From an optimization exercise on the open Yosys and OpenROAD flow, aimed at small area; shortcuts taken in it are not production practice.
Only simulation tests tie the RTL to the original design; equivalence was not proved.
No activity file was given, so power comes from the tool's default toggle rates.

orange:
==> flow/design.v <==
module b14 (clock, reset, addr, datai, datao, rd, wr);
input         clock;
input         reset;
output [31:0] addr;
input  [31:0] datai;
output [31:0] datao;
output        rd;
output        wr;
reg  [31:0] datao;
reg         rd;
reg         wr;
reg  [31:0] reg0, reg1, reg2, reg3;
reg         B;
reg  [1:0]  d;
reg         state;           
reg  [30:0] ir;              
reg  [19:0] addr_lo;
reg         addr_hi;         
assign addr = {{12{addr_hi}}, addr_lo};
wire [1:0]  s    = ir[30:29];
wire [1:0]  mf   = ir[28:27];
wire [2:0]  df   = ir[26:24];
wire        cf   = ir[23];
wire [3:0]  ff   = ir[22:19];
wire [19:0] tail = ir[19:0];
wire fetch = ~state;
wire exec  = state;
wire [30:0] absd = datai[31] ? (~datai[30:0] + 31'd1) : datai[30:0];
wire [1:0]  rsel = s | {2{fetch}};
reg  [31:0] r;
always @* begin
  case (rsel)
    2'd0: r = reg0;
    2'd1: r = reg1;
    2'd2: r = reg2;
    default: r = reg3;
  endcase
end
wire [31:0] m = (mf == 2'd0) ? {12'd0, tail} : datai;
wire alu_w   = ~cf & (df != 3'd7);            
wire st      = ~cf & (df == 3'd7);            
wire ff12    = (ff == 4'd12);
wire alu     = exec & alu_w;
wire f_neg   = alu & (ff == 4'd0);
wire f_mov   = alu & (ff[3:2] == 2'b00) & (ff[1:0] != 2'b00);    
wire f_arith = alu & ((ff[3:2] == 2'b01) | (ff[3:2] == 2'b10));  
wire f_sub   = ff[3] ? ff[0] : ff[1];
wire f_shr   = alu & ff12 & ~mf[1];
wire f_shl   = alu & ff12 & mf[1];
wire adj     = exec & cf & (ff[2:1] == 2'b11);   
wire        mask29 = fetch | f_shl;
wire        nz29   = |r[28:0];
wire        sx29   = r[31] & nz29;
wire [31:0] a_r;
assign a_r[28:0]  = r[28:0];
assign a_r[29]    = mask29 ? sx29 : r[29];
assign a_r[30]    = mask29 ? sx29 : (r[30] & ~(adj & ~r[31]));
assign a_r[31]    = mask29 ? sx29 : r[31];
wire        zero_a = exec & (f_neg | f_mov);
wire [31:0] a      = zero_a ? 32'd0 : a_r;
wire        use_m  = exec & ~(f_shr | f_shl);
wire        inv_b  = (exec & cf) | f_neg | (f_arith & f_sub);
wire [31:0] b      = ({32{use_m}} & m) ^ {32{inv_b}} | {28'd0, fetch, 3'd0};
wire        cin    = inv_b | (f_shr & r[31]);
wire [32:0] sum    = {a[31], a} + {b[31], b} + {32'd0, cin};
wire lt = sum[32];
wire eq = (sum[31:0] == 32'd0);
wire cmp = (ff[2:1] == 2'b01) ? eq : (ff[2:1] == 2'b10) ? (lt | eq) : lt;
wire b_cmp = (cmp ^ ff[0]) | (ff[3] & B);
wire [31:0] sh_r = {sum[31], sum[31:1]};
wire        sx29t = sh_r[31] & (|sh_r[28:0]);
wire [31:0] t_r  = (mf[0] & B) ? {{3{sx29t}}, sh_r[28:0]} : sh_r;
wire        sx30 = sum[31] & (|sum[29:0]);
reg  [31:0] w;
always @* begin
  if (f_shl)        w = {sum[30:0], 1'b0};
  else if (f_shr)   w = t_r;
  else if (f_arith) w = {{2{sx30}}, sum[29:0]};
  else              w = sum[31:0];
end
reg [1:0] dn;
always @* begin
  dn = d;
  if (alu) begin
    case (df)
      3'd4: if (B)  dn = 2'd3;
      3'd5: if (~B) dn = 2'd3;
      3'd6: ;
      default: dn = df[1:0];
    endcase
  end
end
wire wr_d   = alu & ~(ff == 4'd1) & ~(ff[3:2] == 2'b11 & ff[1:0] != 2'b00);
wire mv23   = alu & (ff == 4'd1);
wire we0 = wr_d & (dn == 2'd0);
wire we1 = wr_d & (dn == 2'd1);
wire we2 = wr_d & (dn == 2'd2);
wire we3 = (wr_d & (dn == 2'd3)) | mv23 | fetch;
wire memop = cf | (alu_w & ~(ff[3:2] == 2'b11));
wire ld    = memop & (mf != 2'd0);
wire [19:0] xoff = mf[1] ? (mf[0] ? reg2[19:0] : reg1[19:0]) : 20'd0;
wire [19:0] ea   = tail + xoff;
always @(posedge clock) begin
  if (reset) begin
    reg0 <= 32'd0; reg1 <= 32'd0; reg2 <= 32'd0; reg3 <= 32'd0;
    B <= 1'b0; d <= 2'd0; state <= 1'b0;
    addr_lo <= 20'd0; addr_hi <= 1'b0;
    datao <= 32'd0; rd <= 1'b0; wr <= 1'b0;
  end else begin
    state <= ~state;
    d <= dn;
    if (we0) reg0 <= w;
    if (we1) reg1 <= w;
    if (mv23) reg2 <= reg3;
    else if (we2) reg2 <= w;
    if (we3) reg3 <= w;
    if (exec & cf) B <= b_cmp;
    else if (f_shl & mf[0]) B <= 1'b0;
    if (fetch) begin
      addr_lo <= reg3[19:0];
      addr_hi <= reg3[31] & (|reg3[19:0]);
    end else if (ld | st) begin
      addr_lo <= ea;
      addr_hi <= 1'b0;
    end
    if (exec & st) datao <= r;
    rd <= fetch | (exec & ld);
    wr <= exec & st;
  end
end
always @(posedge clock) ir <= absd;
endmodule
Settings: LEC_CHECK=0, CAP_MARGIN=20, CORE_MARGIN=2, CORE_UTILIZATION=40, SLEW_MARGIN=20; clock period 11.0 ns.
run.sh (not shown) runs the stock make flow with config.mk's settings and CLKGATE_MAP_FILE= SYNTH_SCRIPT=/design/flow/synth_recipe.tcl, a recipe that flattens the netlist after the stock synthesis.
### orange -> blue
Settings: CTS_BUF_LIST: unset -> sky130_fd_sc_hd__clkbuf_2 sky130_fd_sc_hd__clkbuf_4.
==> flow/flow/run.sh (new file) <==
#!/bin/bash
set -euo pipefail
bash standard.sh BUFFER_PORTS_ARGS="-buffer_cell sky130_fd_sc_hd__buf_1" finish > flow_make.log 2>&1
==> flow/standard.sh (new file) <==
#!/bin/bash
# synth_recipe.tcl (not shown) runs the flow's synth.tcl, then flattens the netlist and writes it again
# the make line also repeats each setting of config.mk as NAME=value (left out here)
make -C /OpenROAD-flow-scripts/flow DESIGN_CONFIG=/design/flow/config.mk WORK_HOME=/design/flow/orfs CLKGATE_MAP_FILE= SYNTH_SCRIPT=/design/flow/synth_recipe.tcl "${@:-finish}"
removed: flow/run.sh
blue: part of the total power dissipated in the clock network is 1.8 points lower than what orange reported.
The higher clock network power came out of orange.
Number of optimization iterations in the first detailed-route pass: blue lower than orange

[re-timing with driven ports]
The results above use ideal ports. As a check the final layouts listed here were re-extracted and re-timed, cells and wires unchanged. Step 1 assumes that a clkbuf_16 drives the clock port and a buf_2 every other input. Step 2 moves the port delays by t, midway between the first and last clock arrival at a register: inputs arrive t later, outputs are due t later. That takes back most of the time a late clock gives input paths. Slacks: ideal ports / drivers / drivers and shift; pairs: ideal ports / drivers.
| run | t (ns) | setup WS [ns] | worst setup path after step 2 | clock arrival spread, ns |
|---|---|---|---|---|
| orange | 0.587 | 4.275 / 4.275 / 3.948 | input to register | 0.029 / 0.029 |
| blue | 0.805 | 4.358 / 4.358 / 4.287 | input to register | 0.071 / 0.071 |
After both steps setup and hold are still met in every run listed. For orange, which loses most, drivers alone change the setup slack by 0.000 ns; drivers and shift together by -0.327 ns.
